Context: an optimization exercise on an open-source flow, tuned for small area, a short achievable clock period and few clock cycles per item. The choices shown serve that exercise and are no tape-out recipe. No run shown here included a check of the RTL's function; only the layout flow was run. Power and IR drop assume default switching activity.

## flow/design.v (module list and top-level ports; edited modules follow where they fit)
// module mant_l1: 1501 lines
// module mant_l2: 290 lines
// module mant_pipe: 16 lines
// module single_prec_mult: 34 lines
module single_prec_mult
  (
    input  wire        clk,
    input  wire        reset,
    input  wire        start,
    input  wire [31:0] a,
    input  wire [31:0] b,
    output wire [31:0] product,
    output reg         mult_done
  );
  // ...
==> flow/flow/run.sh <==
#!/bin/bash
# Standard layout with two changes:
#  - the port buffers are buf_2 cells rather than the resizer's default pick
#    (a slow delay buffer);
#  - after the standard synthesis, polarity.py flips full adders (which are
#    self-dual) to remove inverters between them; registers are untouched.
set -euo pipefail
export BUFFER_PORTS_ARGS="-buffer_cell sky130_fd_sc_hd__buf_2"
R="$PWD/orfs/results/$FLOW_PLATFORM/single_prec_mult/base"
bash standard.sh "$R/1_2_yosys.v" > synth.log 2>&1
python3 flow/polarity.py "$R/1_2_yosys.v" "$R/1_2_yosys.pol.v" > polarity.log 2>&1
cp "$R/1_2_yosys.v" "$R/1_2_yosys.std.v"
mv "$R/1_2_yosys.pol.v" "$R/1_2_yosys.v"
bash standard.sh > standard.log 2>&1
==> flow/flow/polarity.py <==
#!/usr/bin/env python3
"""Remove inverters around full adders in a mapped sky130 netlist.

A full adder is self-dual: FA(~a,~b,~c) = (~sum, ~cout).  So a full adder may be
replaced by the same cell fed with the complements of its inputs, its outputs then
carrying the complements.  This picks, by local search, which full adders to flip
so that fewest signals need an inverted copy, and rebuilds the inverters: one
inverter per signal whose inverted copy some load still needs.  Everything else
in the netlist (registers included) is kept as it is.

usage: polarity.py IN.v OUT.v
"""
import re, sys, collections

src = open(sys.argv[1]).read()
m = re.search(r'^(module .*?;\n)(.*)^endmodule', src, re.S | re.M)
head, body = m.group(1), m.group(2)
inst_re = re.compile(r'^\s*(sky130_fd_sc_hd__\w+)\s+(\S+)\s*\((.*?)\);\n', re.S | re.M)
decls = []
cells = []
pos = 0
for mm in inst_re.finditer(body):
    pre = body[pos:mm.start()]
    decls.append(pre)
    pins = [(p, n.strip()) for p, n in re.findall(r'\.(\w+)\(([^()]*)\)', mm.group(3))]
    cells.append([mm.group(1), mm.group(2), pins])
    pos = mm.end()
tail = body[pos:]
decl_txt = ''.join(decls)
assert 'assign' not in decl_txt and 'assign' not in tail, 'assign statements not handled'

OUTPINS = {'X', 'Y', 'Q', 'Q_N', 'SUM', 'COUT', 'HI', 'LO'}
def is_inv(t):
    return re.match(r'sky130_fd_sc_hd__(clk)?inv_\d+$', t) is not None
def is_fa(t):
    return re.match(r'sky130_fd_sc_hd__fa_\d+$', t) is not None

ports_out = set()
for mm in re.finditer(r'^\s*output\s+(\[(\d+):(\d+)\]\s+)?(\S+);', head + decl_txt, re.M):
    name = mm.group(4)
    if mm.group(1):
        hi, lo = int(mm.group(2)), int(mm.group(3))
        for i in range(min(hi, lo), max(hi, lo) + 1):
            ports_out.add('%s[%d]' % (name, i))
    else:
        ports_out.add(name)

driver = {}
for ci, (t, n, pins) in enumerate(cells):
    for p, net in pins:
        if p in OUTPINS:
            driver[net] = (ci, p)
invs = set(ci for ci, c in enumerate(cells) if is_inv(c[0]))
fas = [ci for ci, c in enumerate(cells) if is_fa(c[0])]

def base_of(net):
    par = 0
    seen = 0
    while net in driver and driver[net][0] in invs:
        ci = driver[net][0]
        net = dict(cells[ci][2])['A']
        par ^= 1
        seen += 1
        assert seen < 100
    return net, par

# loads: every input pin of a non-inverter cell, plus output ports driven through inverters
loads = []   # (cell index or None, pin, base, parity)
for ci, (t, n, pins) in enumerate(cells):
    if ci in invs:
        continue
    for pi, (p, net) in enumerate(pins):
        if p in OUTPINS:
            continue
        if net.startswith("1'") or net == '':
            continue
        b, par = base_of(net)
        loads.append((ci, pi, b, par))
# output ports driven by inverters need a load entry too
port_loads = []
for net in ports_out:
    if net in driver and driver[net][0] in invs:
        b, par = base_of(net)
        port_loads.append((net, b, par))

fixed = set()
for ci in fas:
    for p, net in cells[ci][2]:
        if p in ('SUM', 'COUT') and net in ports_out:
            fixed.add(ci)
fa_set = set(fas)
flip = collections.defaultdict(int)

by_base = collections.defaultdict(list)
for L in loads:
    by_base[L[2]].append(L)
for net, b, par in port_loads:
    by_base[b].append((None, net, b, par))
cell_bases = collections.defaultdict(set)   # bases touching an FA (as load or driver)
for b, Ls in by_base.items():
    for L in Ls:
        if L[0] is not None and L[0] in fa_set:
            cell_bases[L[0]].add(b)
    if b in driver and driver[b][0] in fa_set:
        cell_bases[driver[b][0]].add(b)

def need_inv(b):
    d = flip[driver[b][0]] if b in driver and driver[b][0] in fa_set else 0
    for ci, pi, bb, par in by_base[b]:
        f = flip[ci] if ci is not None and ci in fa_set else 0
        if par ^ f ^ d:
            return 1
    return 0

def cost_around(ci):
    return sum(need_inv(b) for b in cell_bases[ci])

before = sum(need_inv(b) for b in by_base)
changed = True
passes = 0
while changed and passes < 50:
    changed = False
    passes += 1
    for ci in fas:
        if ci in fixed:
            continue
        c0 = cost_around(ci)
        flip[ci] ^= 1
        c1 = cost_around(ci)
        if c1 < c0:
            changed = True
        else:
            flip[ci] ^= 1
# simulated annealing from the greedy result (deterministic seed)
import random, math
rng = random.Random(1)
cur = sum(need_inv(b) for b in by_base)
best = cur; best_flip = dict(flip)
free = [c for c in fas if c not in fixed]
T = 2.0
for it in range(200000):
    ci = free[rng.randrange(len(free))]
    c0 = cost_around(ci)
    flip[ci] ^= 1
    c1 = cost_around(ci)
    dlt = c1 - c0
    if dlt <= 0 or rng.random() < math.exp(-dlt / T):
        cur += dlt
        if cur < best:
            best = cur; best_flip = dict(flip)
    else:
        flip[ci] ^= 1
    T = max(0.05, 2.0 * (1 - it / 150000.0))
flip = collections.defaultdict(int, best_flip)
after = sum(need_inv(b) for b in by_base)

# rebuild
newcells = []
inv_net = {}
extra_wires = []
cnt = [0]
def inverted(b):
    if b not in inv_net:
        cnt[0] += 1
        nn = '_pol_n%d_' % cnt[0]
        extra_wires.append(nn)
        inv_net[b] = nn
        newcells.append(['sky130_fd_sc_hd__inv_1', '_pol_i%d_' % cnt[0], [('A', b), ('Y', nn)]])
    return inv_net[b]
load_map = {}
for b, Ls in by_base.items():
    d = flip[driver[b][0]] if b in driver and driver[b][0] in fa_set else 0
    for ci, pi, bb, par in Ls:
        f = flip[ci] if ci is not None and ci in fa_set else 0
        want_inv = par ^ f ^ d
        load_map[(ci, pi)] = inverted(b) if want_inv else b
out_cells = []
port_assign = []
for ci, (t, n, pins) in enumerate(cells):
    if ci in invs:
        continue
    newpins = []
    for pi, (p, net) in enumerate(pins):
        if (ci, pi) in load_map:
            net = load_map[(ci, pi)]
        newpins.append((p, net))
    out_cells.append([t, n, newpins])
# output ports that were driven by inverters: drive them with a buffer-free inverter or direct
for (ci, net), nn in ((k, v) for k, v in load_map.items() if k[0] is None):
    pass
for net, b, par in port_loads:
    d = flip[driver[b][0]] if b in driver and driver[b][0] in fa_set else 0
    if par ^ d:
        cnt[0] += 1
        out_cells.append(['sky130_fd_sc_hd__inv_1', '_pol_o%d_' % cnt[0], [('A', b), ('Y', net)]])
    else:
        cnt[0] += 1
        out_cells.append(['sky130_fd_sc_hd__buf_1', '_pol_o%d_' % cnt[0], [('A', b), ('X', net)]])
out_cells.extend(newcells)

# drop declarations of nets no longer used? keep them (dangling wires are harmless)
o = [head, decl_txt]
for w in extra_wires:
    o.append('  wire %s;\n' % w)
for t, n, pins in out_cells:
    o.append('  %s %s (\n%s\n  );\n' % (t, n, ',\n'.join('    .%s(%s%s)' % (p, net, ' ' if net.startswith('\\') else '') for p, net in pins)))
o.append(tail)
o.append('endmodule\n')
open(sys.argv[2], 'w').write(''.join(o) + src[m.end():])
sys.stderr.write('polarity: %d FAs, %d flipped, inverters %d -> %d (old inverter cells %d), %d passes\n'
                 % (len(fas), sum(flip[c] for c in fas), before, after, len(invs), passes))
==> flow/standard.sh <==
#!/bin/bash
# synth_recipe.tcl (not shown) runs the flow's synth.tcl, then flattens the netlist and writes it again
# the make line also repeats each setting of config.mk as NAME=value (left out here)
make -C /OpenROAD-flow-scripts/flow DESIGN_CONFIG=/design/flow/config.mk WORK_HOME=/design/flow/orfs CLKGATE_MAP_FILE= SYNTH_SCRIPT=/design/flow/synth_recipe.tcl "${@:-finish}"
==> flow/config.mk <==
export PLATFORM = sky130hd
export DESIGN_NAME = single_prec_mult
export DESIGN_NICKNAME = single_prec_mult
export VERILOG_FILES = /design/flow/design.v
export SDC_FILE = /design/flow/constraint.sdc
export NUM_CORES = 4
export LEC_CHECK = 0
export ABC_AREA = 1
export CAP_MARGIN = 20
export CORE_MARGIN = 2
export CORE_UTILIZATION = 70
export PLACE_DENSITY = 0.8
export SETUP_SLACK_MARGIN = 0.1
export SLEW_MARGIN = 20
==> flow/constraint.sdc <==
create_clock -name core_clock -period 5.0 [get_ports {clk}]
set_input_delay 1.0000 -clock core_clock [delete_from_list [all_inputs] [get_ports {clk}]]
set_output_delay 1.0000 -clock core_clock [all_outputs]
set_load 0.01 [all_outputs]
==> results.cfg, run 1 <==
[cells_and_area]
layout.cells.non_filler = 2257
fillCellCount = 1530
final_common_cell = xor2_1
dominant_cells = multi-input gates
final_cell_mix = xor2_1, fa_1, inv_1
clkbuf_count = 9

[route]
ant_nets = 0
drtIter0Drc = 2253
vias_per_cell = 6.661
wl_per_cell_um = 25.50
first_pass_iters = 9

[power]
p_comb_uw = 10700
power.switching_uw = 6748
top_power_group = combinational cells
seqPwrFrac_pct = 13.5

[synthesis]
synthesis.area_um2 = 17050
syn_nets = 2242

[grt]
grt_pass1_wl_um = 88270
grt-ovfl-total = 0
grt_util_met3_pct = 14.05

[timing]
rsz0062_at_grt = true
setup_viol = 13
finalWorstSetupSlack_ns = -0.03641
clock.fmax_mhz = 198.6
tns_ns = -0.2086

[critical_path]
crit_buf_inv = 4
cp-end-kind = output pin
reg2reg_to = mult_done

[cts]
cts_tree = built
clockBufferDepth = 2
cts_root_buffer = clkbuf_16
clock_sink_count = 84
clock_latency_ns = 0.36

[die]
die_w_um = 160.1
pin_count = 100

[place]
dpl_cell_area_um2 = 18470
dp_cells = 2228

[run_status]
run_status = finished with violations
violations = negative setup slack
==> run 2: changes to the inputs <==
--- a/flow/design.v
+++ b/flow/design.v
@@ -997,17 +997,30 @@
 assign s77 = pp6_1 ^ c62 ^ c64;
 assign c78 = (pp6_1 & c62) | (c64 & (pp6_1 ^ c62));
 assign s79 = s73 ^ s75 ^ c66;
 assign c80 = (s73 & s75) | (c66 & (s73 ^ s75));
 assign s81 = c68 ^ s77 ^ s79;
 assign c82 = (c68 & s77) | (s79 & (c68 ^ s77));
 assign s83 = c70 ^ c72;
 assign c84 = c70 & c72;
-wire [14:0] lowsum = {1'b0, s81, c60, c50, c40, s37, c24, s21, s15, s9, s5, c2, pp1_0, pp0_1, neg0} + {1'b0, s83, s71, s59, s49, s39, s31, s23, s17, s11, s7, s3, s1, 1'b0, pp0_0};
+wire lc0 = (neg0 & pp0_0);
+wire lc1 = (pp0_1 & 1'b0) | ((pp0_1 | 1'b0) & lc0);
+wire lc2 = (pp1_0 & s1) | ((pp1_0 | s1) & lc1);
+wire lc3 = (c2 & s3) | ((c2 | s3) & lc2);
+wire lc4 = (s5 & s7) | ((s5 | s7) & lc3);
+wire lc5 = (s9 & s11) | ((s9 | s11) & lc4);
+wire lc6 = (s15 & s17) | ((s15 | s17) & lc5);
+wire lc7 = (s21 & s23) | ((s21 | s23) & lc6);
+wire lc8 = (c24 & s31) | ((c24 | s31) & lc7);
+wire lc9 = (s37 & s39) | ((s37 | s39) & lc8);
+wire lc10 = (c40 & s49) | ((c40 | s49) & lc9);
+wire lc11 = (c50 & s59) | ((c50 | s59) & lc10);
+wire lc12 = (c60 & s71) | ((c60 | s71) & lc11);
+wire lc13 = (s81 & s83) | ((s81 | s83) & lc12);
 assign s85 = neg7 ^ pp0_14 ^ pp1_12;
 assign c86 = (neg7 & pp0_14) | (pp1_12 & (neg7 ^ pp0_14));
 assign s87 = pp2_10 ^ pp3_8 ^ pp4_6;
 assign c88 = (pp2_10 & pp3_8) | (pp4_6 & (pp2_10 ^ pp3_8));
 assign s89 = pp5_4 ^ pp6_2 ^ pp7_0;
 assign c90 = (pp5_4 & pp6_2) | (pp7_0 & (pp5_4 ^ pp6_2));
 assign s91 = c74 ^ c76 ^ s85;
 assign c92 = (c74 & c76) | (s85 & (c74 ^ c76));
@@ -1492,17 +1505,17 @@
 assign s571 = c564 ^ s569 ^ c566;
 assign c572 = (c564 & s569) | (c566 & (c564 ^ s569));
 assign s573 = 1'b1 ^ x[22] ^ pp11_24;
 assign c574 = (1'b1 & x[22]) | (pp11_24 & (1'b1 ^ x[22]));
 assign s575 = c570 ^ s573;
 assign c576 = c570 & s573;
 assign s577 = 1'b1 ^ c574;
 assign c578 = 1'b1 & c574;
-assign cut = {c576, s577, c572, s575, s571, c568, c562, s567, s561, c556, c548, s555, s547, c540, c530, s539, s529, c520, c508, s519, s507, c496, c482, s495, s481, c468, s467, c452, c436, s451, c434, s435, c418, s417, c400, c382, s399, c380, s381, c362, s361, c342, c322, s341, c320, s321, c300, c278, s299, c276, s277, c256, s255, c236, s235, c216, s215, c198, c180, s197, c178, s179, s177, s161, c144, s143, c128, s127, c112, c98, s111, lowsum[14], s97};
+assign cut = {c576, s577, c572, s575, s571, c568, c562, s567, s561, c556, c548, s555, s547, c540, c530, s539, s529, c520, c508, s519, s507, c496, c482, s495, s481, c468, s467, c452, c436, s451, c434, s435, c418, s417, c400, c382, s399, c380, s381, c362, s361, c342, c322, s341, c320, s321, c300, c278, s299, c276, s277, c256, s255, c236, s235, c216, s215, c198, c180, s197, c178, s179, s177, s161, c144, s143, c128, s127, c112, c98, s111, lc13, s97};
 endmodule
 module mant_l2
   (
     input  wire [72:0] q,
     output wire [24:0] p
   );
 wire s579;
 wire c580;
==> flow/flow/run.sh (replaced) <==
#!/bin/bash
# Standard layout with two changes:
#  - the port buffers are buf_2 cells rather than the resizer's default pick
#    (a slow delay buffer);
#  - after the standard synthesis, polarity.py flips full adders (which are
#    self-dual) and swaps XOR/XNOR gates to remove inverters around them;
#    registers are untouched.
set -euo pipefail
export BUFFER_PORTS_ARGS="-buffer_cell sky130_fd_sc_hd__buf_2"
R="$PWD/orfs/results/$FLOW_PLATFORM/single_prec_mult/base"
bash standard.sh "$R/1_2_yosys.v" > synth.log 2>&1
python3 flow/polarity.py "$R/1_2_yosys.v" "$R/1_2_yosys.pol.v" > polarity.log 2>&1
cp "$R/1_2_yosys.v" "$R/1_2_yosys.std.v"
mv "$R/1_2_yosys.pol.v" "$R/1_2_yosys.v"
bash standard.sh > standard.log 2>&1
--- a/flow/flow/polarity.py
+++ b/flow/flow/polarity.py
@@ -1,15 +1,16 @@
 #!/usr/bin/env python3
-"""Remove inverters around full adders in a mapped sky130 netlist.
+"""Remove inverters around full adders and XOR gates in a mapped sky130 netlist.
 
 A full adder is self-dual: FA(~a,~b,~c) = (~sum, ~cout).  So a full adder may be
 replaced by the same cell fed with the complements of its inputs, its outputs then
-carrying the complements.  This picks, by local search, which full adders to flip
-so that fewest signals need an inverted copy, and rebuilds the inverters: one
+carrying the complements.  A 2-input XOR absorbs an inversion of any input or of
+its output by becoming an XNOR (and the other way round).  This picks, by local
+search, which full adders to flip so that fewest signals need an inverted copy, and rebuilds the inverters: one
 inverter per signal whose inverted copy some load still needs.  Everything else
 in the netlist (registers included) is kept as it is.
 
 usage: polarity.py IN.v OUT.v
 """
 import re, sys, collections
 
 src = open(sys.argv[1]).read()
@@ -27,16 +28,20 @@
     pos = mm.end()
 tail = body[pos:]
 decl_txt = ''.join(decls)
 assert 'assign' not in decl_txt and 'assign' not in tail, 'assign statements not handled'
 
 OUTPINS = {'X', 'Y', 'Q', 'Q_N', 'SUM', 'COUT', 'HI', 'LO'}
 def is_inv(t):
     return re.match(r'sky130_fd_sc_hd__(clk)?inv_\d+$', t) is not None
+def is_xor(t):
+    return re.match(r'sky130_fd_sc_hd__x(n)?or2_\d+$', t) is not None
+def xor_swap(t):
+    return t.replace('__xor2_', '__XNOR2_').replace('__xnor2_', '__xor2_').replace('__XNOR2_', '__xnor2_')
 def is_fa(t):
     return re.match(r'sky130_fd_sc_hd__fa_\d+$', t) is not None
 
 ports_out = set()
 for mm in re.finditer(r'^\s*output\s+(\[(\d+):(\d+)\]\s+)?(\S+);', head + decl_txt, re.M):
     name = mm.group(4)
     if mm.group(1):
         hi, lo = int(mm.group(2)), int(mm.group(3))
@@ -47,16 +52,17 @@
 
 driver = {}
 for ci, (t, n, pins) in enumerate(cells):
     for p, net in pins:
         if p in OUTPINS:
             driver[net] = (ci, p)
 invs = set(ci for ci, c in enumerate(cells) if is_inv(c[0]))
 fas = [ci for ci, c in enumerate(cells) if is_fa(c[0])]
+xors = set(ci for ci, c in enumerate(cells) if is_xor(c[0]))
 
 def base_of(net):
     par = 0
     seen = 0
     while net in driver and driver[net][0] in invs:
         ci = driver[net][0]
         net = dict(cells[ci][2])['A']
         par ^= 1
@@ -96,26 +102,46 @@
     by_base[L[2]].append(L)
 for net, b, par in port_loads:
     by_base[b].append((None, net, b, par))
 cell_bases = collections.defaultdict(set)   # bases touching an FA (as load or driver)
 for b, Ls in by_base.items():
     for L in Ls:
         if L[0] is not None and L[0] in fa_set:
             cell_bases[L[0]].add(b)
+            # an FA output feeding an xor: the xor's output base is unaffected
     if b in driver and driver[b][0] in fa_set:
         cell_bases[driver[b][0]].add(b)
 
+def wants(b):
+    w = set()
+    for ci, pi, bb, par in by_base[b]:
+        if ci is not None and ci in xors:
+            continue
+        f = flip[ci] if ci is not None and ci in fa_set else 0
+        w.add(par ^ f)
+    return w
+
+def out_pol(b):
+    # polarity of the physical net b relative to its original value
+    if b in driver:
+        dc = driver[b][0]
+        if dc in fa_set:
+            return flip[dc]
+        if dc in xors:
+            w = wants(b)
+            return min(w) if len(w) == 1 else 0
+    return 0
+
 def need_inv(b):
-    d = flip[driver[b][0]] if b in driver and driver[b][0] in fa_set else 0
-    for ci, pi, bb, par in by_base[b]:
-        f = flip[ci] if ci is not None and ci in fa_set else 0
-        if par ^ f ^ d:
-            return 1
-    return 0
+    w = wants(b)
+    if b in driver and driver[b][0] in xors:
+        return 1 if len(w) > 1 else 0
+    d = out_pol(b)
+    return 1 if any(x != d for x in w) else 0
 
 def cost_around(ci):
     return sum(need_inv(b) for b in cell_bases[ci])
 
 before = sum(need_inv(b) for b in by_base)
 changed = True
 passes = 0
 while changed and passes < 50:
@@ -163,38 +189,49 @@
     if b not in inv_net:
         cnt[0] += 1
         nn = '_pol_n%d_' % cnt[0]
         extra_wires.append(nn)
         inv_net[b] = nn
         newcells.append(['sky130_fd_sc_hd__inv_1', '_pol_i%d_' % cnt[0], [('A', b), ('Y', nn)]])
     return inv_net[b]
 load_map = {}
+xor_fix = collections.defaultdict(int)   # parity of input corrections per xor cell
 for b, Ls in by_base.items():
-    d = flip[driver[b][0]] if b in driver and driver[b][0] in fa_set else 0
+    d = out_pol(b)
     for ci, pi, bb, par in Ls:
+        if ci is not None and ci in xors:
+            load_map[(ci, pi)] = b
+            xor_fix[ci] ^= par ^ d
+            continue
         f = flip[ci] if ci is not None and ci in fa_set else 0
         want_inv = par ^ f ^ d
         load_map[(ci, pi)] = inverted(b) if want_inv else b
+for ci in xors:
+    onet = [net for p, net in cells[ci][2] if p in OUTPINS][0]
+    if xor_fix[ci] ^ out_pol(onet):
+        cells[ci][0] = xor_swap(cells[ci][0])
+        newout = 'Y' if '__xnor2_' in cells[ci][0] else 'X'
+        cells[ci][2] = [((newout if p in ('X', 'Y') else p), net) for p, net in cells[ci][2]]
 out_cells = []
 port_assign = []
 for ci, (t, n, pins) in enumerate(cells):
     if ci in invs:
         continue
     newpins = []
     for pi, (p, net) in enumerate(pins):
         if (ci, pi) in load_map:
             net = load_map[(ci, pi)]
         newpins.append((p, net))
     out_cells.append([t, n, newpins])
 # output ports that were driven by inverters: drive them with a buffer-free inverter or direct
 for (ci, net), nn in ((k, v) for k, v in load_map.items() if k[0] is None):
     pass
 for net, b, par in port_loads:
-    d = flip[driver[b][0]] if b in driver and driver[b][0] in fa_set else 0
+    d = out_pol(b)
     if par ^ d:
         cnt[0] += 1
         out_cells.append(['sky130_fd_sc_hd__inv_1', '_pol_o%d_' % cnt[0], [('A', b), ('Y', net)]])
     else:
         cnt[0] += 1
         out_cells.append(['sky130_fd_sc_hd__buf_1', '_pol_o%d_' % cnt[0], [('A', b), ('X', net)]])
 out_cells.extend(newcells)
 
--- a/flow/config.mk
+++ b/flow/config.mk
@@ -4,11 +4,12 @@
 export VERILOG_FILES = /design/flow/design.v
 export SDC_FILE = /design/flow/constraint.sdc
 export NUM_CORES = 4
 export LEC_CHECK = 0
 export ABC_AREA = 1
 export CAP_MARGIN = 20
 export CORE_MARGIN = 2
 export CORE_UTILIZATION = 70
+export CTS_BUF_LIST = sky130_fd_sc_hd__clkbuf_4 sky130_fd_sc_hd__clkbuf_8
 export PLACE_DENSITY = 0.8
 export SETUP_SLACK_MARGIN = 0.1
 export SLEW_MARGIN = 20
==> results.cfg, run 2 <==
[run_status]
run_status = finished with violations
violations = negative setup slack

[grt]
grt_pass1_wl_um = 78050
track_usage_pct = 42.17
first_global_vias = 14450
antenna_found_initial = 0
grt-ovfl-total = 0
grt_max_degree = 48

[critical_path]
r2r_start = mult_done
worst-r2r-cell-count = 1
startpoint_type = register
r2r_slack_ns = 4.22
cp-end-kind = output pin
reg2reg_to = mult_done
cp.arrival_ns = 4.35
required_ns = 4.00
critPathMaxFanout = 6
path_class = register to output pin

[cts]
htreeDepth = 3
clock_latency_ns = 0.38
cts_tree = built
clockBufferDepth = 2
path_clk_slew_ns = 0.09
cts-buffers-inserted = 9
cts_root_buffer = clkbuf_8
clock_sink_count = 84
ctsHoldBuffers = 0

[die]
rows = 55
die_area_um2 = 24330
die_w_um = 156.0
pin_count = 100
core_area_um2 = 22640
chipHeight_um = 156.0
initial_utilization_pct = 71.40

[route]
drc = 0
dr_total_vias = 14070
wl_per_cell_um = 24.06
vias_per_cell = 6.724
first_pass_iters = 7
routed_wirelength_um = 50330
drtIter0Drc = 1792
ant_nets = 0

[timing]
maxSlewHeadroom_pct = 48.35
hold_viol_final = 0
drv_slew = 0
setup_viol = 31
fin_crit_sh_pct = 107.1
finalWorstSetupSlack_ns = -0.3533
final.min_clock_period_ns = 5.353
tightest_slew_ns = 0.7676
rsz0062_at_grt = true
fin_skew_ns = 0
clock.fmax_mhz = 186.8

[place]
dpl_cell_area_um2 = 17570
gp_congestion = 1.072
dp.final_hpwl_um = 37590
portBuffers = 99

[synthesis]
syn_nets = 2121
synthesis.area_um2 = 16170
syn_avg_cell_area_um2 = 9.565
netlist_instances = 1690
ys.warnings.count = 2

[cells_and_area]
fillCellCount = 1449
reg.largest.list = mant_pipe.cut_q: 73 flops, e_q: 8 flops
final_cell_mix = o22ai_1, fa_1, inv_1
area_delta_synth_final_pct = 12.62
largest_reg_flops = 73
final_common_cell = o22ai_1
drive_above_1_share_pct = 17.71
diodes = 0
regMostFlops = mant_pipe.cut_q
nets = 2233
stdcell_area_um2 = 18210
final_core_util_pct = 80.41

[power]
ir_worst_vdd_v = 0.0005217
p_per_area_nw_per_um2 = 667.6
power_leakage_uw = 0.007803

[run]
timing.max_cap.violations = 0

[worst_hold_path]
hp-class = input pin to asynchronous set/reset pin
-- run 2: stage by stage --
step	setup TNS (ns)	setup slack [ns]	total power (uW)	hold slack, ns	cells
2_1_floorplan	0	0.1439	7977	0.5121	1690
3_3_place_gp	0	0.04608	10130	0.4463	2060
3_5_place_dp	-0.8683	-0.1378	10800	0.4620	2060
4_1_cts	-10.50	-0.3884	11660	0.4262	2088
5_1_grt	-12.88	-0.4943	13340	0.4314	2092
6_report	-7.740	-0.3533	12160	0.4343	2092
-- run 2: timing repair --
item	in CTS	in global routing
resized for setup	39	39
buffers inserted	16	5
pin swaps	24	23
endpoints found under the setup margin	31	31
-- run 2: worst max-delay path, cell delays in order (launching register included) --
cell and delay [ns]:
edfxtp_1 0.41, fa_1 0.50, ha_1 0.36, a21oi_2 0.21, o21ai_0 0.12, a21oi_2 0.18
nand2_4 0.13, nand3b_1 0.15, nand2_2 0.08, a21oi_2 0.11, inv_1 0.06, fa_2 0.35
xnor2_2 0.15, or2_4 0.24, nand2_4 0.08, inv_4 0.04, nor2_4 0.09, buf_8 0.16
clkinvlp_4 0.20, o22ai_1 0.20, buf_2 0.16
-- run 2: layout make-up --
cell class                      instances  area (um2)  share of cell area, %
Multi-Input combinational cell       1302       12720                  69.84
Sequential cell                        84        2517                  13.83
Timing Repair Buffer                  233        1764                  9.690
Inverter                              172       651.9                  3.581
Tap cell                              285       356.6                  1.959
Clock buffer                            9       123.9                 0.6804
Clock inverter                          7       76.32                 0.4192
-- run 2: power breakdown --
| part | internal [uW] | switching (uW) |
|---|---|---|
| Combinational | 4270 | 5590 |
| Clock | 234 | 309 |
| Sequential | 1630 | 127 |
| Total | 6130 | 6020 |
-- run 2: metal layers --
| metal | global-route usage (%) | part of all wire, % | wire length (um) |
|---|---|---|---|
| met1 | 57.71 | 37 | 18430 |
| met4 | 14.46 | 3.8 | 1926 |
| met3 | 11.89 | 14 | 7187 |
| met2 | 65.38 | 45 | 22790 |
| met5 | 0 | 0 | 0 |
-- run 2: how the worst max path moves through the flow --
stage               slack, ns  depth (start not counted)                 from                  end
global placement         0.05                         21  mant_pipe.cut_q[35]           product[1]
floorplan                0.14                         14                b[21]  mant_pipe.cut_q[41]
global route            -0.49                         20  mant_pipe.cut_q[28]           product[7]
CTS                     -0.39                         21  mant_pipe.cut_q[37]           product[1]
detailed placement      -0.14                         20  mant_pipe.cut_q[28]           product[1]
finish                  -0.35                         20  mant_pipe.cut_q[28]           product[0]

afterwards: timing with drivers on the ports:
No port has a modelled driver above. Below, the same layouts with a new extraction and two added sets of constraints. Step 1 assumes that a clkbuf_16 drives the clock port and a buf_2 every other input. Step 2 moves the port delays by t, midway between the first and last clock arrival at a register: inputs arrive t later, outputs are due t later. That takes back most of the time a late clock gives input paths. Three values: ideal, step 1, step 2; two values: the first two.
run	shift t [ns]	setup slack, ns	hold slack, ns	latest minus earliest clock arrival (ns)	worst data-port slew with drivers (ns)
run 1	0.402	-0.036 / -0.082 / 0.002	0.460 / 0.450 / 0.495	0.013 / 0.014	0.05
run 2	0.435	-0.353 / -0.401 / -0.054	0.434 / 0.408 / 0.482	0.033 / 0.033	0.05
